Source: an optimization exercise on an open RTL-to-GDS flow (aim: small area). Production flows keep margins and buffers that such runs may drop.
Only simulation tests tie the RTL to the original design; equivalence was not proved.

==> flow/design.v <==
`timescale 1ns/100ps
`default_nettype none
module WordRing #(parameter W = 12, L = 6, PB = 3)(
    input wire clk, clr, arm, shiftp,
    input wire [W-1:0] term,
    output wire [W-1:0] head,
    output logic [PB-1:0] phase,
    output wire run
);
    logic [W-1:0] r [L];
    logic pending, started;
    assign head = r[0];
    assign run = started | (pending & (phase == '0));
    wire last = (phase == PB'(L - 1));
    wire [W-1:0] base = shiftp ? (last ? '0 : r[1]) : r[0];
    wire [W-1:0] tail = clr ? '0 : run ? base + term : r[0];
    always_ff@(posedge clk) begin
        for(int j = 0; j < L - 1; j++) r[j] <= r[j+1];
        r[L-1] <= tail;
        phase <= (clr | last) ? '0 : phase + 1'b1;
    end
    always_ff@(posedge clk) begin
        if(clr) begin
            pending <= 1'b0;
            started <= 1'b0;
        end
        else begin
            if(arm) pending <= 1'b1;
            else if(run & last) pending <= 1'b0;
            if(run) started <= ~last;
        end
    end
endmodule
module CicDownSampler2 (
    input wire clk, rst, init,
    input wire [3:0] hi,
    input wire [5:0] lo,
    input wire signed [11:0] in,
    output logic [10:0] f
);
    localparam DW = 38;
    logic signed [DW-1:0] i1, i2, i3;
    always_ff@(posedge clk) begin
        if(rst) begin
            i1 <= '0; i2 <= '0; i3 <= '0;
        end
        else begin
            i1 <= i1 + in;
            i2 <= i2 + i1;
            i3 <= i3 + i2;
        end
    end
    logic [39:0] dr, q1, q2, q3;
    wire load = (hi == 4'd9) && (lo == 6'd38);
    wire b0 = (hi == 4'd7) && (lo == 6'd39);
    wire qact = !init && (b0 || (hi == 4'd8 && lo <= 6'd36));
    wire b37 = (hi == 4'd8) && (lo == 6'd36);
    wire mact = !init && ((hi == 4'd8 && lo >= 6'd37) || (hi == 4'd9 && lo <= 6'd7));
    logic dprev, ct, c1, c2, c3, cv, vsign;
    wire d = dr[0];
    wire d1 = b0 ? 1'b0 : dprev;
    wire t = d ^ d1 ^ ct;
    wire ct_n = (d & d1) | (d & ct) | (d1 & ct);
    wire nt = ~t;
    wire n1 = q2[0] ^ nt ^ c1;
    wire c1_n = (q2[0] & nt) | (q2[0] & c1) | (nt & c1);
    wire n2 = q3[0] ^ t ^ c2;
    wire c2_n = (q3[0] & t) | (q3[0] & c2) | (t & c2);
    wire n3 = ~d ^ c3;
    wire c3_n = ~d & c3;
    wire vb = d ^ q1[0] ^ cv;
    wire cv_n = (d & q1[0]) | (d & cv) | (q1[0] & cv);
    always_ff@(posedge clk) begin
        dprev <= d;
        if(qact) begin
            ct <= ct_n; c1 <= c1_n; c2 <= c2_n; c3 <= c3_n; cv <= cv_n;
        end
        else begin
            ct <= 1'b0; c1 <= 1'b1; c2 <= 1'b0; c3 <= 1'b1; cv <= 1'b0;
        end
        if(b37) vsign <= vb;
    end
    always_ff@(posedge clk) begin
        if(load) dr <= {2'b00, i3};
        else dr <= {dr[0], dr[39:1]};
        q1 <= {init ? 1'b0 : qact ? n1 : q1[0], q1[39:1]};
        q2 <= {init ? 1'b0 : qact ? n2 : q2[0], q2[39:1]};
        q3 <= {init ? 1'b0 : qact ? n3 : q3[0], q3[39:1]};
    end
    wire vs = qact ? vb : mact ? vsign : 1'b0;
    logic [10:0] vd;
    logic [2:0] pc;
    wire [3:0] psum = vs + vd[0] + vd[4] + vd[5] + vd[10] + pc;
    always_ff@(posedge clk) begin
        vd <= {vd[9:0], vs};
        pc <= (qact | mact) ? psum[3:1] : 3'd0;
    end
    wire fsh = mact;
    always_ff@(posedge clk) begin
        if(rst) f <= '0;
        else if(fsh) f <= {psum[0], f[10:1]};
    end
endmodule
module FIR_Kaiser_13Taps_LP_0d500
(
    input wire Clock,
    input wire Clr,
    input wire Arm,
    input wire Odd,
    input wire [10:0] In,          
    output logic [10:0] Out        
);
    wire [11:0] in = {In, 1'b0};
    wire [11:0] shiftSign = (in[11] == 1'b0)? 12'b0 : - 12'b1;
    wire [11:0] p0038 = + {shiftSign[11:4], in[11:8]} - {shiftSign[11:1], in[11:11]};
    wire [11:0] p0448 = ({shiftSign[11:8], in[11:4]} - {shiftSign[11:6], in[11:6]}) - ({shiftSign[11:3], in[11:9]} + {shiftSign[11:1], in[11:11]});
    wire [11:0] p29 = ({shiftSign[11:10], in[11:2]} + {shiftSign[11:7], in[11:5]}) + ({shiftSign[11:5], in[11:7]} + {shiftSign[11:3], in[11:9]} - {shiftSign[11:1], in[11:11]});
    wire [11:0] p5 = + {shiftSign[11:11], in[11:1]};
    wire [11:0] head;
    wire [2:0] phase;
    wire run;
    logic [11:0] p;
    logic neg;
    always_comb begin
        neg = 1'b0;
        p = '0;
        if(Odd) begin
            if(phase == 3'd2) p = p5;
        end
        else begin
            case(phase)
                3'd0, 3'd5: p = p0038;
                3'd1, 3'd4: begin p = p0448; neg = 1'b1; end
                3'd2, 3'd3: p = p29;
                default: p = '0;
            endcase
        end
    end
    wire [11:0] term = neg ? -p : p;
    WordRing #(12, 6, 3) ring(Clock, Clr, Arm, Odd, term, head, phase, run);
    always_ff@(posedge Clock) begin
        if(Clr) Out <= '0;
        else if(run && Odd && phase == 3'd0) Out <= head[11:1];
    end
endmodule
module FIR_Kaiser_17Taps_LP_0d500
(
    input wire Clock,
    input wire Clr,
    input wire Arm,
    input wire Odd,
    input wire [10:0] In,          
    output logic [8:0] Out         
);
    wire [11:0] in = {In, 1'b0};
    wire [11:0] shiftSign = (in[11] == 1'b0)? 12'b0 : - 12'b1;
    wire [11:0] p0018 = + {shiftSign[11:3], in[11:9]} - {shiftSign[11:1], in[11:11]};
    wire [11:0] p0156 = + {shiftSign[11:6], in[11:6]} - {shiftSign[11:1], in[11:11]};
    wire [11:0] p066 = + {shiftSign[11:8], in[11:4]} + {shiftSign[11:4], in[11:8]} - {shiftSign[11:1], in[11:11]};
    wire [11:0] p30 = ({shiftSign[11:10], in[11:2]} + {shiftSign[11:8], in[11:4]}) - ({shiftSign[11:5], in[11:7]} + {shiftSign[11:3], in[11:9]} + {shiftSign[11:1], in[11:11]});
    wire [11:0] p5 = + {shiftSign[11:11], in[11:1]};
    wire [11:0] head;
    wire [2:0] phase;
    wire run;
    logic [11:0] p;
    logic neg;
    always_comb begin
        neg = 1'b0;
        p = '0;
        if(Odd) begin
            if(phase == 3'd3) p = p5;
        end
        else begin
            case(phase)
                3'd0, 3'd7: begin p = p0018; neg = 1'b1; end
                3'd1, 3'd6: p = p0156;
                3'd2, 3'd5: begin p = p066; neg = 1'b1; end
                default: p = p30;
            endcase
        end
    end
    wire [11:0] term = neg ? -p : p;
    WordRing #(12, 8, 3) ring(Clock, Clr, Arm, Odd, term, head, phase, run);
    always_ff@(posedge Clock) begin
        if(Clr) Out <= '0;
        else if(run && Odd && phase == 3'd0) Out <= head[11:3];
    end
endmodule
module FIR_Kaiser_25Taps_LP_0d125
(
    input wire Clock,
    input wire Clr,
    input wire Arm,
    input wire [8:0] In,           
    output logic [10:0] Out,       
    output logic [10:0] Prev       
);
    wire [11:0] in = {In, 3'b0};
    wire [11:0] shiftSign = (in[11] == 1'b0)? 12'b0 : - 12'b1;
    wire [11:0] p00066 = + {shiftSign[11:1], in[11:11]};
    wire [11:0] p0013 = + {shiftSign[11:2], in[11:10]};
    wire [11:0] p0016 = + {shiftSign[11:3], in[11:9]} - {shiftSign[11:1], in[11:11]};
    wire [11:0] p0052 = + {shiftSign[11:4], in[11:8]} + {shiftSign[11:2], in[11:10]};
    wire [11:0] p0158 = + {shiftSign[11:6], in[11:6]};
    wire [11:0] p0327 = + {shiftSign[11:7], in[11:5]} + {shiftSign[11:2], in[11:10]};
    wire [11:0] p055 = + {shiftSign[11:8], in[11:4]} - {shiftSign[11:5], in[11:7]};
    wire [11:0] p0798 = ({shiftSign[11:8], in[11:4]} + {shiftSign[11:6], in[11:6]}) + ({shiftSign[11:3], in[11:9]} - {shiftSign[11:1], in[11:11]});
    wire [11:0] p1028 = ({shiftSign[11:9], in[11:3]} - {shiftSign[11:7], in[11:5]}) + ({shiftSign[11:5], in[11:7]} + {shiftSign[11:2], in[11:10]});
    wire [11:0] p119 = ({shiftSign[11:9], in[11:3]} - {shiftSign[11:5], in[11:7]}) + ({shiftSign[11:3], in[11:9]} - {shiftSign[11:1], in[11:11]});
    wire [11:0] p125 = + {shiftSign[11:9], in[11:3]};
    wire [10:0] head;
    wire [4:0] phase;
    wire run;
    logic [11:0] p;
    logic neg;
    always_comb begin
        neg = 1'b0;
        case(phase)
            5'd0, 5'd22: begin p = p00066; neg = 1'b1; end
            5'd1, 5'd21: begin p = p0013; neg = 1'b1; end
            5'd2, 5'd20: begin p = p0016; neg = 1'b1; end
            5'd4, 5'd18: p = p0052;
            5'd5, 5'd17: p = p0158;
            5'd6, 5'd16: p = p0327;
            5'd7, 5'd15: p = p055;
            5'd8, 5'd14: p = p0798;
            5'd9, 5'd13: p = p1028;
            5'd10, 5'd12: p = p119;
            5'd11: p = p125;
            default: p = '0;
        endcase
    end
    wire [10:0] term = neg ? -p[10:0] : p[10:0];
    WordRing #(11, 23, 5) ring(Clock, Clr, Arm, 1'b1, term, head, phase, run);
    always_ff@(posedge Clock) begin
        if(Clr) begin
            Out <= '0;
            Prev <= '0;
        end
        else if(run && phase == 5'd0) begin
            Out <= head;
            Prev <= Out;
        end
    end
endmodule
module OrthDDS (
    input wire clk, rst,
    input wire [31:0] freq,
    output logic signed [11:0] sin, cos
);
    logic [31:0] phaseAcc;
    logic [9:0] phSum;
    always_ff@(posedge clk) begin
        if(rst) phaseAcc <= '0;
        else phaseAcc <= phaseAcc + freq;
    end
    always_ff@(posedge clk) begin
        if(rst) phSum <= '0;
        else phSum <= phaseAcc[31:22];
    end
    wire [1:0] q = phSum[9:8];
    wire [10:0] a, b;            
    QuarterSin0 rom0(phSum[7:0], a);
    QuarterSin1 rom1(~phSum[7:0], b);
    wire signed [11:0] pa = {1'b0, a}, pb = {1'b0, b};
    always_ff@(posedge clk) begin
        if(rst) begin
            sin <= '0;
            cos <= '0;
        end
        else begin
            case(q)
                2'd0: begin sin <= pa;  cos <= pb;  end
                2'd1: begin sin <= pb;  cos <= -pa; end
                2'd2: begin sin <= -pa; cos <= -pb; end
                default: begin sin <= -pb; cos <= pa; end
            endcase
        end
    end
endmodule
module ADPLL #(
    parameter PW=32, DW=12, AW=10
)(
    input wire clk, rst,     
    input wire signed [DW-1:0] in,
    input wire signed [PW-1:0] base_freq,
    output logic signed [DW-1:0] sin, cos,
    output logic signed [PW-1:0] freq
);
    logic signed [DW-1:0] mix;
    always_ff@(posedge clk) begin
        mix <= ((2*DW)'(in) * -sin) >>> (DW-1);
    end
    logic [5:0] lo;
    logic [3:0] hi;
    logic c125, c62, init;
    wire strobe = (hi == 4'd9) && (lo == 6'd39);
    wire en_62k5 = strobe & c125 & c62;
    always_ff@(posedge clk) begin
        if(rst) begin
            lo <= '0; hi <= '0; c125 <= 1'b0; c62 <= 1'b0; init <= 1'b1;
        end
        else begin
            lo <= (lo == 6'd39) ? 6'd0 : lo + 1'b1;
            if(lo == 6'd39) hi <= (hi == 4'd9) ? 4'd0 : hi + 1'b1;
            if(strobe) begin
                c125 <= ~c125;
                if(c125) c62 <= ~c62;
                init <= 1'b0;
            end
        end
    end
    wire [10:0] cic_f, y1, y3, y3_prev;
    wire [8:0] y2;
    CicDownSampler2 cicDs(clk, rst, init, hi, lo, mix, cic_f);
    wire arm3 = !init && !c125 && !c62 && (hi == 4'd0) && (lo == 6'd1);
    wire arm2 = !init && !c125 && (hi == 4'd1) && (lo == 6'd20);
    wire arm1 = !init && (hi == 4'd2) && (lo == 6'd20);
    FIR_Kaiser_25Taps_LP_0d125 fir3(clk, init, arm3, y2, y3, y3_prev);
    FIR_Kaiser_17Taps_LP_0d500 fir2(clk, init, arm2, c62, y1, y2);
    FIR_Kaiser_13Taps_LP_0d500 fir1(clk, init, arm1, c125, cic_f, y1);
    logic signed [10:0] s;
    logic signed [32:0] x_acc;
    wire signed [24:0] xp_prod = s * 25'sd10737;
    wire signed [17:0] xi_prod = s * 18'sd69;
    wire signed [14:0] xp = xp_prod[24:10];
    wire signed [7:0] xi = xi_prod[17:10];
    wire signed [33:0] xi_sum = x_acc + xi;
    always_ff@(posedge clk) begin
        if(rst) begin
            s <= '0;
            x_acc <= '0;
        end
        else if(en_62k5) begin
            s <= y3_prev;
            if(xi_sum > 34'sh080000000) x_acc <= 33'sh080000000;
            else if(xi_sum < -34'sh080000000) x_acc <= -33'sh080000000;
            else x_acc <= xi_sum[32:0];
        end
    end
    always_ff@(posedge clk) begin
        if(rst) freq <= base_freq;
        else freq <= base_freq + 32'(xp) + x_acc[31:0];
    end
    OrthDDS theDds(clk, rst, freq, sin, cos);
endmodule
module QuarterSin0(
    input wire [7:0] a,
    output logic [10:0] y
);
    always_comb begin
        case(a)
            8'd0: y = 11'd0;
            8'd1: y = 11'd13;
            8'd2: y = 11'd25;
            8'd3: y = 11'd38;
            8'd4: y = 11'd50;
            8'd5: y = 11'd63;
            8'd6: y = 11'd75;
            8'd7: y = 11'd88;
            8'd8: y = 11'd100;
            8'd9: y = 11'd113;
            8'd10: y = 11'd126;
            8'd11: y = 11'd138;
            8'd12: y = 11'd151;
            8'd13: y = 11'd163;
            8'd14: y = 11'd176;
            8'd15: y = 11'd188;
            8'd16: y = 11'd201;
            8'd17: y = 11'd213;
            8'd18: y = 11'd226;
            8'd19: y = 11'd238;
            8'd20: y = 11'd251;
            8'd21: y = 11'd263;
            8'd22: y = 11'd275;
            8'd23: y = 11'd288;
            8'd24: y = 11'd300;
            8'd25: y = 11'd313;
            8'd26: y = 11'd325;
            8'd27: y = 11'd338;
            8'd28: y = 11'd350;
            8'd29: y = 11'd362;
            8'd30: y = 11'd375;
            8'd31: y = 11'd387;
            8'd32: y = 11'd399;
            8'd33: y = 11'd412;
            8'd34: y = 11'd424;
            8'd35: y = 11'd436;
            8'd36: y = 11'd449;
            8'd37: y = 11'd461;
            8'd38: y = 11'd473;
            8'd39: y = 11'd485;
            8'd40: y = 11'd497;
            8'd41: y = 11'd510;
            8'd42: y = 11'd522;
            8'd43: y = 11'd534;
            8'd44: y = 11'd546;
            8'd45: y = 11'd558;
            8'd46: y = 11'd570;
            8'd47: y = 11'd582;
            8'd48: y = 11'd594;
            8'd49: y = 11'd606;
            8'd50: y = 11'd618;
            8'd51: y = 11'd630;
            8'd52: y = 11'd642;
            8'd53: y = 11'd654;
            8'd54: y = 11'd666;
            8'd55: y = 11'd678;
            8'd56: y = 11'd690;
            8'd57: y = 11'd701;
            8'd58: y = 11'd713;
            8'd59: y = 11'd725;
            8'd60: y = 11'd737;
            8'd61: y = 11'd748;
            8'd62: y = 11'd760;
            8'd63: y = 11'd772;
            8'd64: y = 11'd783;
            8'd65: y = 11'd795;
            8'd66: y = 11'd807;
            8'd67: y = 11'd818;
            8'd68: y = 11'd830;
            8'd69: y = 11'd841;
            8'd70: y = 11'd852;
            8'd71: y = 11'd864;
            8'd72: y = 11'd875;
            8'd73: y = 11'd887;
            8'd74: y = 11'd898;
            8'd75: y = 11'd909;
            8'd76: y = 11'd920;
            8'd77: y = 11'd932;
            8'd78: y = 11'd943;
            8'd79: y = 11'd954;
            8'd80: y = 11'd965;
            8'd81: y = 11'd976;
            8'd82: y = 11'd987;
            8'd83: y = 11'd998;
            8'd84: y = 11'd1009;
            8'd85: y = 11'd1020;
            8'd86: y = 11'd1031;
            8'd87: y = 11'd1042;
            8'd88: y = 11'd1052;
            8'd89: y = 11'd1063;
            8'd90: y = 11'd1074;
            8'd91: y = 11'd1085;
            8'd92: y = 11'd1095;
            8'd93: y = 11'd1106;
            8'd94: y = 11'd1116;
            8'd95: y = 11'd1127;
            8'd96: y = 11'd1137;
            8'd97: y = 11'd1148;
            8'd98: y = 11'd1158;
            8'd99: y = 11'd1168;
            8'd100: y = 11'd1179;
            8'd101: y = 11'd1189;
            8'd102: y = 11'd1199;
            8'd103: y = 11'd1209;
            8'd104: y = 11'd1219;
            8'd105: y = 11'd1229;
            8'd106: y = 11'd1239;
            8'd107: y = 11'd1249;
            8'd108: y = 11'd1259;
            8'd109: y = 11'd1269;
            8'd110: y = 11'd1279;
            8'd111: y = 11'd1289;
            8'd112: y = 11'd1299;
            8'd113: y = 11'd1308;
            8'd114: y = 11'd1318;
            8'd115: y = 11'd1328;
            8'd116: y = 11'd1337;
            8'd117: y = 11'd1347;
            8'd118: y = 11'd1356;
            8'd119: y = 11'd1365;
            8'd120: y = 11'd1375;
            8'd121: y = 11'd1384;
            8'd122: y = 11'd1393;
            8'd123: y = 11'd1402;
            8'd124: y = 11'd1411;
            8'd125: y = 11'd1421;
            8'd126: y = 11'd1430;
            8'd127: y = 11'd1439;
            8'd128: y = 11'd1447;
            8'd129: y = 11'd1456;
            8'd130: y = 11'd1465;
            8'd131: y = 11'd1474;
            8'd132: y = 11'd1483;
            8'd133: y = 11'd1491;
            8'd134: y = 11'd1500;
            8'd135: y = 11'd1508;
            8'd136: y = 11'd1517;
            8'd137: y = 11'd1525;
            8'd138: y = 11'd1533;
            8'd139: y = 11'd1542;
            8'd140: y = 11'd1550;
            8'd141: y = 11'd1558;
            8'd142: y = 11'd1566;
            8'd143: y = 11'd1574;
            8'd144: y = 11'd1582;
            8'd145: y = 11'd1590;
            8'd146: y = 11'd1598;
            8'd147: y = 11'd1606;
            8'd148: y = 11'd1614;
            8'd149: y = 11'd1621;
            8'd150: y = 11'd1629;
            8'd151: y = 11'd1637;
            8'd152: y = 11'd1644;
            8'd153: y = 11'd1652;
            8'd154: y = 11'd1659;
            8'd155: y = 11'd1666;
            8'd156: y = 11'd1674;
            8'd157: y = 11'd1681;
            8'd158: y = 11'd1688;
            8'd159: y = 11'd1695;
            8'd160: y = 11'd1702;
            8'd161: y = 11'd1709;
            8'd162: y = 11'd1716;
            8'd163: y = 11'd1723;
            8'd164: y = 11'd1729;
            8'd165: y = 11'd1736;
            8'd166: y = 11'd1743;
            8'd167: y = 11'd1749;
            8'd168: y = 11'd1756;
            8'd169: y = 11'd1762;
            8'd170: y = 11'd1769;
            8'd171: y = 11'd1775;
            8'd172: y = 11'd1781;
            8'd173: y = 11'd1787;
            8'd174: y = 11'd1793;
            8'd175: y = 11'd1799;
            8'd176: y = 11'd1805;
            8'd177: y = 11'd1811;
            8'd178: y = 11'd1817;
            8'd179: y = 11'd1823;
            8'd180: y = 11'd1828;
            8'd181: y = 11'd1834;
            8'd182: y = 11'd1840;
            8'd183: y = 11'd1845;
            8'd184: y = 11'd1850;
            8'd185: y = 11'd1856;
            8'd186: y = 11'd1861;
            8'd187: y = 11'd1866;
            8'd188: y = 11'd1871;
            8'd189: y = 11'd1876;
            8'd190: y = 11'd1881;
            8'd191: y = 11'd1886;
            8'd192: y = 11'd1891;
            8'd193: y = 11'd1896;
            8'd194: y = 11'd1901;
            8'd195: y = 11'd1905;
            8'd196: y = 11'd1910;
            8'd197: y = 11'd1914;
            8'd198: y = 11'd1919;
            8'd199: y = 11'd1923;
            8'd200: y = 11'd1927;
            8'd201: y = 11'd1932;
            8'd202: y = 11'd1936;
            8'd203: y = 11'd1940;
            8'd204: y = 11'd1944;
            8'd205: y = 11'd1948;
            8'd206: y = 11'd1951;
            8'd207: y = 11'd1955;
            8'd208: y = 11'd1959;
            8'd209: y = 11'd1962;
            8'd210: y = 11'd1966;
            8'd211: y = 11'd1969;
            8'd212: y = 11'd1973;
            8'd213: y = 11'd1976;
            8'd214: y = 11'd1979;
            8'd215: y = 11'd1983;
            8'd216: y = 11'd1986;
            8'd217: y = 11'd1989;
            8'd218: y = 11'd1992;
            8'd219: y = 11'd1994;
            8'd220: y = 11'd1997;
            8'd221: y = 11'd2000;
            8'd222: y = 11'd2003;
            8'd223: y = 11'd2005;
            8'd224: y = 11'd2008;
            8'd225: y = 11'd2010;
            8'd226: y = 11'd2012;
            8'd227: y = 11'd2015;
            8'd228: y = 11'd2017;
            8'd229: y = 11'd2019;
            8'd230: y = 11'd2021;
            8'd231: y = 11'd2023;
            8'd232: y = 11'd2025;
            8'd233: y = 11'd2027;
            8'd234: y = 11'd2028;
            8'd235: y = 11'd2030;
            8'd236: y = 11'd2032;
            8'd237: y = 11'd2033;
            8'd238: y = 11'd2035;
            8'd239: y = 11'd2036;
            8'd240: y = 11'd2037;
            8'd241: y = 11'd2038;
            8'd242: y = 11'd2039;
            8'd243: y = 11'd2040;
            8'd244: y = 11'd2041;
            8'd245: y = 11'd2042;
            8'd246: y = 11'd2043;
            8'd247: y = 11'd2044;
            8'd248: y = 11'd2045;
            8'd249: y = 11'd2045;
            8'd250: y = 11'd2046;
            8'd251: y = 11'd2046;
            8'd252: y = 11'd2046;
            8'd253: y = 11'd2047;
            8'd254: y = 11'd2047;
            8'd255: y = 11'd2047;
        endcase
    end
endmodule
module QuarterSin1(
    input wire [7:0] a,
    output logic [10:0] y
);
    always_comb begin
        case(a)
            8'd0: y = 11'd13;
            8'd1: y = 11'd25;
            8'd2: y = 11'd38;
            8'd3: y = 11'd50;
            8'd4: y = 11'd63;
            8'd5: y = 11'd75;
            8'd6: y = 11'd88;
            8'd7: y = 11'd100;
            8'd8: y = 11'd113;
            8'd9: y = 11'd126;
            8'd10: y = 11'd138;
            8'd11: y = 11'd151;
            8'd12: y = 11'd163;
            8'd13: y = 11'd176;
            8'd14: y = 11'd188;
            8'd15: y = 11'd201;
            8'd16: y = 11'd213;
            8'd17: y = 11'd226;
            8'd18: y = 11'd238;
            8'd19: y = 11'd251;
            8'd20: y = 11'd263;
            8'd21: y = 11'd275;
            8'd22: y = 11'd288;
            8'd23: y = 11'd300;
            8'd24: y = 11'd313;
            8'd25: y = 11'd325;
            8'd26: y = 11'd338;
            8'd27: y = 11'd350;
            8'd28: y = 11'd362;
            8'd29: y = 11'd375;
            8'd30: y = 11'd387;
            8'd31: y = 11'd399;
            8'd32: y = 11'd412;
            8'd33: y = 11'd424;
            8'd34: y = 11'd436;
            8'd35: y = 11'd449;
            8'd36: y = 11'd461;
            8'd37: y = 11'd473;
            8'd38: y = 11'd485;
            8'd39: y = 11'd497;
            8'd40: y = 11'd510;
            8'd41: y = 11'd522;
            8'd42: y = 11'd534;
            8'd43: y = 11'd546;
            8'd44: y = 11'd558;
            8'd45: y = 11'd570;
            8'd46: y = 11'd582;
            8'd47: y = 11'd594;
            8'd48: y = 11'd606;
            8'd49: y = 11'd618;
            8'd50: y = 11'd630;
            8'd51: y = 11'd642;
            8'd52: y = 11'd654;
            8'd53: y = 11'd666;
            8'd54: y = 11'd678;
            8'd55: y = 11'd690;
            8'd56: y = 11'd701;
            8'd57: y = 11'd713;
            8'd58: y = 11'd725;
            8'd59: y = 11'd737;
            8'd60: y = 11'd748;
            8'd61: y = 11'd760;
            8'd62: y = 11'd772;
            8'd63: y = 11'd783;
            8'd64: y = 11'd795;
            8'd65: y = 11'd807;
            8'd66: y = 11'd818;
            8'd67: y = 11'd830;
            8'd68: y = 11'd841;
            8'd69: y = 11'd852;
            8'd70: y = 11'd864;
            8'd71: y = 11'd875;
            8'd72: y = 11'd887;
            8'd73: y = 11'd898;
            8'd74: y = 11'd909;
            8'd75: y = 11'd920;
            8'd76: y = 11'd932;
            8'd77: y = 11'd943;
            8'd78: y = 11'd954;
            8'd79: y = 11'd965;
            8'd80: y = 11'd976;
            8'd81: y = 11'd987;
            8'd82: y = 11'd998;
            8'd83: y = 11'd1009;
            8'd84: y = 11'd1020;
            8'd85: y = 11'd1031;
            8'd86: y = 11'd1042;
            8'd87: y = 11'd1052;
            8'd88: y = 11'd1063;
            8'd89: y = 11'd1074;
            8'd90: y = 11'd1085;
            8'd91: y = 11'd1095;
            8'd92: y = 11'd1106;
            8'd93: y = 11'd1116;
            8'd94: y = 11'd1127;
            8'd95: y = 11'd1137;
            8'd96: y = 11'd1148;
            8'd97: y = 11'd1158;
            8'd98: y = 11'd1168;
            8'd99: y = 11'd1179;
            8'd100: y = 11'd1189;
            8'd101: y = 11'd1199;
            8'd102: y = 11'd1209;
            8'd103: y = 11'd1219;
            8'd104: y = 11'd1229;
            8'd105: y = 11'd1239;
            8'd106: y = 11'd1249;
            8'd107: y = 11'd1259;
            8'd108: y = 11'd1269;
            8'd109: y = 11'd1279;
            8'd110: y = 11'd1289;
            8'd111: y = 11'd1299;
            8'd112: y = 11'd1308;
            8'd113: y = 11'd1318;
            8'd114: y = 11'd1328;
            8'd115: y = 11'd1337;
            8'd116: y = 11'd1347;
            8'd117: y = 11'd1356;
            8'd118: y = 11'd1365;
            8'd119: y = 11'd1375;
            8'd120: y = 11'd1384;
            8'd121: y = 11'd1393;
            8'd122: y = 11'd1402;
            8'd123: y = 11'd1411;
            8'd124: y = 11'd1421;
            8'd125: y = 11'd1430;
            8'd126: y = 11'd1439;
            8'd127: y = 11'd1447;
            8'd128: y = 11'd1456;
            8'd129: y = 11'd1465;
            8'd130: y = 11'd1474;
            8'd131: y = 11'd1483;
            8'd132: y = 11'd1491;
            8'd133: y = 11'd1500;
            8'd134: y = 11'd1508;
            8'd135: y = 11'd1517;
            8'd136: y = 11'd1525;
            8'd137: y = 11'd1533;
            8'd138: y = 11'd1542;
            8'd139: y = 11'd1550;
            8'd140: y = 11'd1558;
            8'd141: y = 11'd1566;
            8'd142: y = 11'd1574;
            8'd143: y = 11'd1582;
            8'd144: y = 11'd1590;
            8'd145: y = 11'd1598;
            8'd146: y = 11'd1606;
            8'd147: y = 11'd1614;
            8'd148: y = 11'd1621;
            8'd149: y = 11'd1629;
            8'd150: y = 11'd1637;
            8'd151: y = 11'd1644;
            8'd152: y = 11'd1652;
            8'd153: y = 11'd1659;
            8'd154: y = 11'd1666;
            8'd155: y = 11'd1674;
            8'd156: y = 11'd1681;
            8'd157: y = 11'd1688;
            8'd158: y = 11'd1695;
            8'd159: y = 11'd1702;
            8'd160: y = 11'd1709;
            8'd161: y = 11'd1716;
            8'd162: y = 11'd1723;
            8'd163: y = 11'd1729;
            8'd164: y = 11'd1736;
            8'd165: y = 11'd1743;
            8'd166: y = 11'd1749;
            8'd167: y = 11'd1756;
            8'd168: y = 11'd1762;
            8'd169: y = 11'd1769;
            8'd170: y = 11'd1775;
            8'd171: y = 11'd1781;
            8'd172: y = 11'd1787;
            8'd173: y = 11'd1793;
            8'd174: y = 11'd1799;
            8'd175: y = 11'd1805;
            8'd176: y = 11'd1811;
            8'd177: y = 11'd1817;
            8'd178: y = 11'd1823;
            8'd179: y = 11'd1828;
            8'd180: y = 11'd1834;
            8'd181: y = 11'd1840;
            8'd182: y = 11'd1845;
            8'd183: y = 11'd1850;
            8'd184: y = 11'd1856;
            8'd185: y = 11'd1861;
            8'd186: y = 11'd1866;
            8'd187: y = 11'd1871;
            8'd188: y = 11'd1876;
            8'd189: y = 11'd1881;
            8'd190: y = 11'd1886;
            8'd191: y = 11'd1891;
            8'd192: y = 11'd1896;
            8'd193: y = 11'd1901;
            8'd194: y = 11'd1905;
            8'd195: y = 11'd1910;
            8'd196: y = 11'd1914;
            8'd197: y = 11'd1919;
            8'd198: y = 11'd1923;
            8'd199: y = 11'd1927;
            8'd200: y = 11'd1932;
            8'd201: y = 11'd1936;
            8'd202: y = 11'd1940;
            8'd203: y = 11'd1944;
            8'd204: y = 11'd1948;
            8'd205: y = 11'd1951;
            8'd206: y = 11'd1955;
            8'd207: y = 11'd1959;
            8'd208: y = 11'd1962;
            8'd209: y = 11'd1966;
            8'd210: y = 11'd1969;
            8'd211: y = 11'd1973;
            8'd212: y = 11'd1976;
            8'd213: y = 11'd1979;
            8'd214: y = 11'd1983;
            8'd215: y = 11'd1986;
            8'd216: y = 11'd1989;
            8'd217: y = 11'd1992;
            8'd218: y = 11'd1994;
            8'd219: y = 11'd1997;
            8'd220: y = 11'd2000;
            8'd221: y = 11'd2003;
            8'd222: y = 11'd2005;
            8'd223: y = 11'd2008;
            8'd224: y = 11'd2010;
            8'd225: y = 11'd2012;
            8'd226: y = 11'd2015;
            8'd227: y = 11'd2017;
            8'd228: y = 11'd2019;
            8'd229: y = 11'd2021;
            8'd230: y = 11'd2023;
            8'd231: y = 11'd2025;
            8'd232: y = 11'd2027;
            8'd233: y = 11'd2028;
            8'd234: y = 11'd2030;
            8'd235: y = 11'd2032;
            8'd236: y = 11'd2033;
            8'd237: y = 11'd2035;
            8'd238: y = 11'd2036;
            8'd239: y = 11'd2037;
            8'd240: y = 11'd2038;
            8'd241: y = 11'd2039;
            8'd242: y = 11'd2040;
            8'd243: y = 11'd2041;
            8'd244: y = 11'd2042;
            8'd245: y = 11'd2043;
            8'd246: y = 11'd2044;
            8'd247: y = 11'd2045;
            8'd248: y = 11'd2045;
            8'd249: y = 11'd2046;
            8'd250: y = 11'd2046;
            8'd251: y = 11'd2046;
            8'd252: y = 11'd2047;
            8'd253: y = 11'd2047;
            8'd254: y = 11'd2047;
            8'd255: y = 11'd2047;
        endcase
    end
endmodule
==> flow/run.sh <==
#!/bin/bash
# synth_recipe.tcl (not shown) runs the flow's synth.tcl, then flattens the netlist and writes it again
# the make line also repeats each setting of config.mk as NAME=value (left out here)
make -C /OpenROAD-flow-scripts/flow DESIGN_CONFIG=/design/flow/config.mk WORK_HOME=/design/flow/orfs CLKGATE_MAP_FILE= SYNTH_SCRIPT=/design/flow/synth_recipe.tcl finish
==> flow/config.mk <==
export PLATFORM = sky130hd
export DESIGN_NAME = ADPLL
export DESIGN_NICKNAME = ADPLL
export VERILOG_FILES = /design/flow/design.v
export SDC_FILE = /design/flow/constraint.sdc
export NUM_CORES = 4
export LEC_CHECK = 0
export CAP_MARGIN = 20
export CORE_MARGIN = 2
export CORE_UTILIZATION = 40
export SLEW_MARGIN = 20
export SYNTH_MEMORY_MAX_BITS = 16384
==> flow/constraint.sdc <==
create_clock -name core_clock -period 10.0 [get_ports {clk}]
set_input_delay 2.0000 -clock core_clock [delete_from_list [all_inputs] [get_ports {clk}]]
set_output_delay 2.0000 -clock core_clock [all_outputs]
set_load 0.01 [all_outputs]
==> results by group, run 1 <==
Clock tree
  • Inserted Clock Buffers: 98
  • Worst skew pair latency: 740 ps
  • # hold bufs at CTS: 0
  • Resize count post-CTS: 0
  • Htree depth: 3
  • Reg clk slew, reported paths: 70 ps
  • CTS root buf: clkbuf_16
  • CTS tree: done
  • CTS sink cnt: 964
  • Clk buf depth: 3
  • Setup bufs post-CTS: 0

Worst setup path
  • Setup slack, reg-to-reg: about 860 ps
  • CP Capture Point: freq[31]
  • Crit. End Element: flop
  • Reg-to-reg endpoint: freq[31]
  • Crit path max-delay family: adder cells
  • WP buf/inv: 7
  • Crit path launch type: flop
  • Cell mode on critical path: inv_1
  • Critical path depth: 34
  • Arrival @ worst endpoint: 9800 ps
  • Crit Path Class: reg -> reg
  • Critical-path maximum fanout: 17
  • CP Data Required Time: 10660 ps
  • CP peak stage delay: 560 ps
  • Crit path from: s[7]
  • Worst path slowest cell: fa_1
  • Worst r2r src: s[7]
  • R2r worst-path depth: 34

STA
  • Worst-Margin Slew: 1115 ps
  • Setup Skew: 70.27 ps
  • Setup_tns: 0 ps
  • Final Hold Viols: 0
  • RSZ-0062 raised after global routing: no
  • Fmax: 109.4 MHz
  • Final Max Slew Viols: 0
  • Final Cycle Share: 91.38%
  • Tmin final: 9138 ps
  • WHS: 264.4 ps
  • Final setup viols: 0
  • Slew HR: 25.44%

Run status
  • Outcome: complete, no violations

Routing
  • Post-DRT Antenna Nets: 0
  • DRT Pass-1 Iters: 6
  • Initial drt markers: just under 3000
  • WL/cell: 16.39 um
  • Via Count: about 44000
  • DRT Wirelength: 138200 um
  • Via-to-Cell Ratio: 5.238
  • DRC Markers: 0

Cells and area
  • Layout Utilization: 44.57%
  • Commonest non-fill, non-tap cells in the layout: dfxtp_1, nand2_1, ha_1
  • Commonest non-fill, non-tap cell in the layout: dfxtp_1
  • Layout cells sized above 1: around 6.1%
  • # nets final: 7373
  • Multi-input gate area: approximately 0.036 mm2
  • Fill cells: 14090
  • Area delta synth->final: 10.85%
  • Fin area: 0.06472 mm2
  • FF/Latch Area: 0.01932 mm2

Floorplan
  • Starting Density: about two fifths
  • Core outline area: between 0.1 and 0.15 mm2
  • Rows: 140
  • Boundary Pins: 102
  • Die Span Y: 386.1 um
  • Die area: approximately 0.15 mm2
  • Die X: 386.1 um

Synthesis
  • Asr flop ratio synth: 0%
  • Syn nets: 7371
  • Mapped Area: 0.05838 mm2
  • Sequential element share of the synthesized area: between 30 and 40%
  • Cell count after synthesis: 6433
  • Dominant synthesized flop cell: dfxtp_1
  • Synthesis Warnings: 14
  • Unique cell type count in the Yosys netlist: 101
  • Syn_area_per_cell: 9.076 um2
  • Number of synthesized register bits: a little under 1000
  • EDFF count, synth: 1

Placed design
  • Dpl hpwl: 102400 um
  • GPL Wtd Cong: 0.9205
  • Area of placed instances: 0.06124 mm2
  • Port Buffers: 101

Global routing
  • Initial antenna violation count: 9
  • Gr usage total: between 10% and 20%
  • Global-route wire length before repair: 226600 um
  • Vias in the first global route: approximately 43000
  • Largest net degree at the start of global routing: 186
  • GR Overflow Total: 0

Hold path
  • Critical hold path startpoint: cicDs.q2[2]
  • Worst min-delay path class: reg -> reg

Job
  • Maxcap violations: 0
-- cell type report --
| class | count | area share (%) |
|---|---|---|
| Multi-Input combinational cell | 4631 | 55.45 |
| Sequential cell | 964 | 29.84 |
| Clock buffer | 130 | 4.270 |
| Tap cell | 1917 | 3.706 |
| Inverter | 577 | 3.346 |
| Timing Repair Buffer | 163 | 2.308 |
| Clock inverter | 48 | 1.075 |
| Antenna cell | 1 | 0.003866 |
-- Yosys cell counts, types with 65 or more instances --
library cell / instances / area (um2)
a21o_1: 143 / 1074
nor3_1: 125 / 625.6
a211oi_1: 76 / 570.6
fa_1: 307 / 6146
inv_1: 568 / 2132
xnor2_1: 240 / 2102
ha_1: 585 / 7320
a21oi_1: 453 / 2267
xor2_1: 152 / 1331
dfxtp_1: 963 / 19280
nand2_1: 610 / 2290
nand2b_1: 65 / 406.6
nand3_1: 78 / 390.4
nor2_1: 535 / 2008
nor2b_1: 93 / 581.8
clkbuf_1: 191 / 716.9
o21ai_0: 307 / 1536
and2_1: 86 / 538.0
-- stage by stage --
stage / std cells / worst slack [ps]
floorplan: 6433 / 1082
global placement: 8252 / 901.0
detailed placement: 8252 / 861.1
CTS: 8430 / 849.0
global route: 8430 / 340.6
finish: 8431 / 861.5
-- cells by family after synthesis --
family / count (synthesis) / share of synthesized area (%)
adders and majority gates: 892 / 23.06
and+or+nand+nor: 1782 / 14.00
DFF: 964 / 33.07
buffers and inverters: 838 / 5.578
AOI/OAI and AO/OA: 1458 / 16.21
muxes: 107 / 2.199
xor gates and xnor gates: 392 / 5.880
-- worst min path at each step --
| stage | cells after the start | to | slack, ps |
|---|---|---|---|
| CTS | 0 | cicDs.q2[1] | 260 |
| detailed placement | 0 | fir2.ring.r[1][8] | 310 |
| global route | 0 | cicDs.q2[1] | 260 |
| finish | 0 | cicDs.q2[1] | 260 |
| global placement | 0 | fir3.ring.r[19][8] | 310 |
| floorplan | 0 | cicDs.q1[0] | 310 |
-- layer usage --
layer	vias up	share of wire [%]	track usage, %
met5	-	0.067	0
li1	21870	-	-
met1	21130	47	25.42
met3	217	5.0	3.171
met2	931	46	30.25
met4	14	2.0	4.439
-- state kept, by name, summed over array words and instances, names as in the netlist, 32 cells and up --
| name | flops |
|---|---|
| cicDs.i3 | 38 |
| fir2.ring.r | 96 |
| cicDs.i1 | 38 |
| cicDs.i2 | 38 |
| cicDs.dr | 40 |
| fir3.ring.r | 253 |
| fir1.ring.r | 72 |
| cicDs.q3 | 40 |
| freq | 32 |
| theDds.phaseAcc | 32 |
| cicDs.q1 | 40 |
| cicDs.q2 | 40 |
| x_acc | 33 |
==> run 2, diff against run 1 <==
--- a/flow/design.v
+++ b/flow/design.v
@@ -1,6 +1,32 @@
 `timescale 1ns/100ps
 `default_nettype none
+module Rca #(parameter W = 8)(
+    input wire [W-1:0] a, b,
+    input wire ci,
+    output wire [W-1:0] s,
+    output wire co
+);
+    wire [W:0] c;
+    assign c[0] = ci;
+    for(genvar i = 0; i < W; i++) begin : g
+        assign c[i+1] = (a[i] & b[i]) | (c[i] & (a[i] ^ b[i]));
+    end
+    assign s = a ^ b ^ c[W-1:0];
+    assign co = c[W];
+endmodule
+module Csel #(parameter W = 32, K = 16)(
+    input wire [W-1:0] a, b,
+    input wire ci,
+    output wire [W-1:0] s
+);
+    wire cl, c0, c1;
+    wire [W-K-1:0] h0, h1;
+    Rca #(K) lo(a[K-1:0], b[K-1:0], ci, s[K-1:0], cl);
+    Rca #(W-K) hi0(a[W-1:K], b[W-1:K], 1'b0, h0, c0);
+    Rca #(W-K) hi1(a[W-1:K], b[W-1:K], 1'b1, h1, c1);
+    assign s[W-1:K] = cl ? h1 : h0;
+endmodule
 module WordRing #(parameter W = 12, L = 6, PB = 3)(
-    input wire clk, clr, arm, shiftp,
+    input wire clk, clr, arm, shiftp, neg,
     input wire [W-1:0] term,
     output wire [W-1:0] head,
@@ -14,5 +40,8 @@
     wire last = (phase == PB'(L - 1));
     wire [W-1:0] base = shiftp ? (last ? '0 : r[1]) : r[0];
-    wire [W-1:0] tail = clr ? '0 : run ? base + term : r[0];
+    wire [W-1:0] sum;
+    wire co;
+    Rca #(W) add(base, term ^ {W{neg}}, neg, sum, co);
+    wire [W-1:0] tail = clr ? '0 : run ? sum : r[0];
     always_ff@(posedge clk) begin
         for(int j = 0; j < L - 1; j++) r[j] <= r[j+1];
@@ -41,4 +70,8 @@
     localparam DW = 38;
     logic signed [DW-1:0] i1, i2, i3;
+    wire [DW-1:0] i1n, i2n, i3n;
+    Csel #(DW, 19) a1(i1, DW'(in), 1'b0, i1n);
+    Csel #(DW, 19) a2(i2, i1, 1'b0, i2n);
+    Csel #(DW, 19) a3(i3, i2, 1'b0, i3n);
     always_ff@(posedge clk) begin
         if(rst) begin
@@ -46,7 +79,7 @@
         end
         else begin
-            i1 <= i1 + in;
-            i2 <= i2 + i1;
-            i3 <= i3 + i2;
+            i1 <= i1n;
+            i2 <= i2n;
+            i3 <= i3n;
         end
     end
@@ -137,6 +170,5 @@
         end
     end
-    wire [11:0] term = neg ? -p : p;
-    WordRing #(12, 6, 3) ring(Clock, Clr, Arm, Odd, term, head, phase, run);
+    WordRing #(12, 6, 3) ring(Clock, Clr, Arm, Odd, neg, p, head, phase, run);
     always_ff@(posedge Clock) begin
         if(Clr) Out <= '0;
@@ -180,6 +212,5 @@
         end
     end
-    wire [11:0] term = neg ? -p : p;
-    WordRing #(12, 8, 3) ring(Clock, Clr, Arm, Odd, term, head, phase, run);
+    WordRing #(12, 8, 3) ring(Clock, Clr, Arm, Odd, neg, p, head, phase, run);
     always_ff@(posedge Clock) begin
         if(Clr) Out <= '0;
@@ -231,6 +262,5 @@
         endcase
     end
-    wire [10:0] term = neg ? -p[10:0] : p[10:0];
-    WordRing #(11, 23, 5) ring(Clock, Clr, Arm, 1'b1, term, head, phase, run);
+    WordRing #(11, 23, 5) ring(Clock, Clr, Arm, 1'b1, neg, p[10:0], head, phase, run);
     always_ff@(posedge Clock) begin
         if(Clr) begin
@@ -250,8 +280,10 @@
 );
     logic [31:0] phaseAcc;
+    wire [31:0] phaseNext;
+    Csel #(32, 16) acc(phaseAcc, freq, 1'b0, phaseNext);
     logic [9:0] phSum;
     always_ff@(posedge clk) begin
         if(rst) phaseAcc <= '0;
-        else phaseAcc <= phaseAcc + freq;
+        else phaseAcc <= phaseNext;
     end
     always_ff@(posedge clk) begin
@@ -326,5 +358,6 @@
     wire signed [14:0] xp = xp_prod[24:10];
     wire signed [7:0] xi = xi_prod[17:10];
-    wire signed [33:0] xi_sum = x_acc + xi;
+    wire signed [33:0] xi_sum;
+    Csel #(34, 17) xadd(34'(x_acc), 34'(xi), 1'b0, xi_sum);
     always_ff@(posedge clk) begin
         if(rst) begin
@@ -339,7 +372,12 @@
         end
     end
+    wire [31:0] fa = base_freq, fb = 32'(xp), fc = x_acc[31:0];
+    wire [31:0] fs = fa ^ fb ^ fc;
+    wire [31:0] fcy = (fa & fb) | (fa & fc) | (fb & fc);
+    wire [31:0] freq_next;
+    Csel #(32, 16) fadd(fs, {fcy[30:0], 1'b0}, 1'b0, freq_next);
     always_ff@(posedge clk) begin
         if(rst) freq <= base_freq;
-        else freq <= base_freq + 32'(xp) + x_acc[31:0];
+        else freq <= freq_next;
     end
     OrthDDS theDds(clk, rst, freq, sin, cos);
==> run 2 against run 1 <==
Net effect: the layout now fails its checks (setup timing); register-to-register slack got worse by 2700 ps; critical path depth is 10 higher; worst setup slack worse by 2700 ps; design area shrank 1.6%; sequential share of layout area up 0.52 points; critical endpoint unchanged; largest cell class unchanged.
==> results by group, run 2 <==
STA
  • Fmax: 84.33 MHz (was 109.4 MHz)
  • Tmin final: 11860 ps (was 9138 ps)
  • Final Cycle Share: 118.6% (was 91.38%)
  • Slew HR: 33.83% (was 25.44%)
  • Worst-Margin Slew: 986.6 ps (was 1115 ps)
  • Final Max Slew Viols: 0 (unchanged)
  • Final setup viols: 49 (was 0)
  • RSZ-0062 raised after global routing: yes (was no)
  • WHS: 277.3 ps (was 264.4 ps)
  • Setup Skew: 73.75 ps (was 70.27 ps)
  • Worst Setup Slack, final: -1859 ps (was 861.5 ps)
  • Final Hold Viols: 0 (unchanged)

Synthesis
  • Synth cell count leaders: dfxtp_1, inv_1, nand2_1, ha_1, fa_1 (was dfxtp_1, nand2_1, ha_1, inv_1, nor2_1)
  • Syn_area_per_cell: 9.649 um2 (was 9.076 um2)
  • Syn nets: 6619 (was 7371)
  • Top cells by area, synth: dfxtp_1, fa_1, ha_1 (was dfxtp_1, ha_1, fa_1)
  • Dominant synthesized flop cell: dfxtp_1 (unchanged)
  • Post-synth top area cell: dfxtp_1 (unchanged)
  • Synth top area share: 35.16% (was 33.02%)
  • EDFF count, synth: 1 (unchanged)
  • Unique cell type count in the Yosys netlist: 88 (was 101)
  • Mapped Area: 0.05483 mm2 (was 0.05838 mm2)
  • Asr flop ratio synth: 0% (unchanged)
  • Cell count after synthesis: 5682 (was 6433)
  • Sequential element share of the synthesized area: 35.22% (was 33.07%)
  • Synthesis Warnings: 14 (unchanged)
  • Number of synthesized register bits: 964 (unchanged)
  • Count leader, synth: dfxtp_1 (unchanged)

Floorplan
  • Die Span Y: 374.2 um (was 386.1 um)
  • Starting Density: 40.37% (was 40.21%)
  • Core outline area: 0.1358 mm2 (was 0.1452 mm2)
  • Boundary Pins: 102 (unchanged)
  • Rows: 135 (was 140)
  • Die area: 0.1400 mm2 (was 0.1490 mm2)
  • Die X: 374.2 um (was 386.1 um)

Worst setup path
  • Cell mode on critical path: fa_2 (was inv_1)
  • Crit path launch type: flop (unchanged)
  • CP Data Required Time: 10610 ps (was 10660 ps)
  • CP peak stage delay: 580 ps (was 560 ps)
  • Crit Path Class: reg -> reg (unchanged)
  • WP buf/inv: 4 (was 7)
  • Arrival @ worst endpoint: 12470 ps (was 9800 ps)
  • Crit path max-delay family: adder cells (unchanged)
  • Critical-path maximum fanout: 2 (was 17)
  • Worst path slowest cell: fa_2 (was fa_1)
  • Crit. End Element: flop (unchanged)

Cells and area
  • Max FFs per register: 253 (unchanged)
  • # nets final: 6793 (was 7373)
  • Layout cells sized above 1: 12.57% (was 6.065%)
  • Number of antenna diodes: 0 (was 1)
  • Final std cells w/o fill: 7723 (was 8431)
  • Most flop-heavy register: fir3.ring.r (unchanged)
  • Commonest non-fill, non-tap cell in the layout: dfxtp_1 (unchanged)
  • Fin area: 0.06368 mm2 (was 0.06472 mm2)
  • Fill cells: 12810 (was 14090)
  • Top flop regs: fir3.ring.r (253), fir2.ring.r (96), fir1.ring.r (72) (unchanged)
  • Area delta synth->final: 16.14% (was 10.85%)
  • Layout Utilization: 46.89% (was 44.57%)
  • Commonest non-fill, non-tap cells in the layout: dfxtp_1, inv_1, nand2_1 (was dfxtp_1, nand2_1, ha_1)

Clock tree
  • Inserted Clock Buffers: 99 (was 98)
  • Clk buf depth: 3 (unchanged)
  • Htree depth: 3 (unchanged)
  • CTS sink cnt: 964 (unchanged)
  • CTS root buf: clkbuf_16 (unchanged)
  • CTS tree: done (unchanged)
  • Worst skew pair latency: 750 ps (was 740 ps)
  • Reg clk slew, reported paths: 60 ps (was 70 ps)

Routing
  • Via Count: 39730 (was 44160)
  • DRT Pass-1 Iters: 6 (unchanged)
  • WL/cell: 17.32 um (was 16.39 um)
  • Via-to-Cell Ratio: 5.144 (was 5.238)
  • Initial drt markers: 2811 (was 2961)
  • DRT Wirelength: 133800 um (was 138200 um)
  • Post-DRT Antenna Nets: 0 (unchanged)
  • DRC Markers: 0 (unchanged)

Global routing
  • Largest net degree at the start of global routing: 157 (was 186)
  • Gr usage total: 19.10% (was 18.53%)
  • Initial antenna violation count: 4 (was 9)
  • GR Overflow Total: 0 (unchanged)
  • Global-route wire length before repair: 217100 um (was 226600 um)
  • Vias in the first global route: 39950 (was 43250)

Run status
  • Outcome: complete, but fails checks (was complete, no violations)
  • Failed Checks: setup timing

Placed design
  • Cells after DPL: 7480 (was 8252)
  • Area of placed instances: 0.05885 mm2 (was 0.06124 mm2)
  • GPL Wtd Cong: 0.9019 (was 0.9205)
  • Port Buffers: 101 (unchanged)
  • Dpl hpwl: 97350 um (was 102400 um)

Hold path
  • Worst min-delay path class: reg -> reg (unchanged)

Job
  • Maxcap violations: 0 (unchanged)
## run 2: cell types whose count changed after synthesis, moves of 26 or more
cell,before,now
nor2b_1,93,149
fa_1,307,433
o21ai_0,307,223
a21o_1,143,74
nor2_1,535,376
clkbuf_1,191,217
xor2_1,152,95
ha_1,585,458
nor3_1,125,99
a21oi_1,453,294
inv_1,568,613
nand2_1,610,479
xnor2_1,240,158
## run 2: final cells by class
type	count	area [um2]	share of cell area [%]
well taps	1781	2228	3.500
repair buffers	334	3025	4.751
flip-flops and latches	964	19340	30.37
multi-input cells	3835	33120	52.01
inverters	622	2335	3.667
clock inverters	65	958.4	1.505
clock buffers	122	2674	4.199
## run 2: cells by family after synthesis
family | count (synthesis) | share of synthesized area (%)
simple gates | 1491 | 12.80
compound gates | 1059 | 12.57
flops | 964 | 35.22
fa+ha+maj | 891 | 26.26
buf+inv | 883 | 6.143
xor+xnor | 254 | 4.083
mux | 140 | 2.930
## run 2: final timing paths
kind / cells after the start / slack [ps] / to / startpoint
setup / recovery: 44 / -1860 / freq[31] / s[4]
hold / removal: 0 / 280 / cicDs.q2[37] / cicDs.q2[38]
setup reg to reg: 44 / -1860 / freq[31] / s[4]
hold reg to reg: 0 / 280 / cicDs.q2[37] / cicDs.q2[38]
## run 2: metrics by stage
| step | worst slack, ps | TNS (ps) |
|---|---|---|
| after floorplan | -1466 | -34220 |
| after global placement | -1875 | -60420 |
| after detailed placement | -1936 | -62710 |
| after CTS | -1853 | -62750 |
| after global routing | -2256 | -69960 |
| final | -1859 | -51510 |
## run 2: layer usage
metal	GRT usage, %	routed length (um)	vias to the layer above
met5	0	0	-
met4	5.097	3222	0
met3	2.501	6219	216
met2	31.29	62060	1000
met1	26.50	62280	19220
li1	-	-	19290
## run 2: repair_timing
item	4_1_cts	5_1_grt
cloned	5	1
hold buffers	0	0
endpoints found under the setup margin	56	56
setup buffers	34	19
resized for setup	105	62
pin swaps	124	83
hold endpoints to repair	0	0

[re-timing with driven ports]
Ports are ideal in the flow. The routed layouts listed here were re-timed in OpenROAD. Step 1 (the two cells are an assumption about what drives the block):
set clk [get_ports {clk}]
set_driving_cell -lib_cell sky130_fd_sc_hd__clkbuf_16 $clk
set_driving_cell -lib_cell sky130_fd_sc_hd__buf_2 [delete_from_list [all_inputs] $clk]
Step 2 times the ports against the registers' clock, not the clock port: input delays grow and output delays shrink by t, the midpoint of the rising clock arrivals with the driver on. Three values: ideal ports, drivers, drivers and shift; two values: the first two.
| run | shift t [ns] | setup WS [ns] | slew at the worst register clock pin (ns) | cell pins on the clock port's net |
|---|---|---|---|---|
| run 1 | 0.778 | 0.862 / 0.862 / 0.862 | 0.07 / 0.07 | 1 |
| run 2 | 0.793 | -1.859 / -1.859 / -1.859 | 0.07 / 0.07 | 1 |
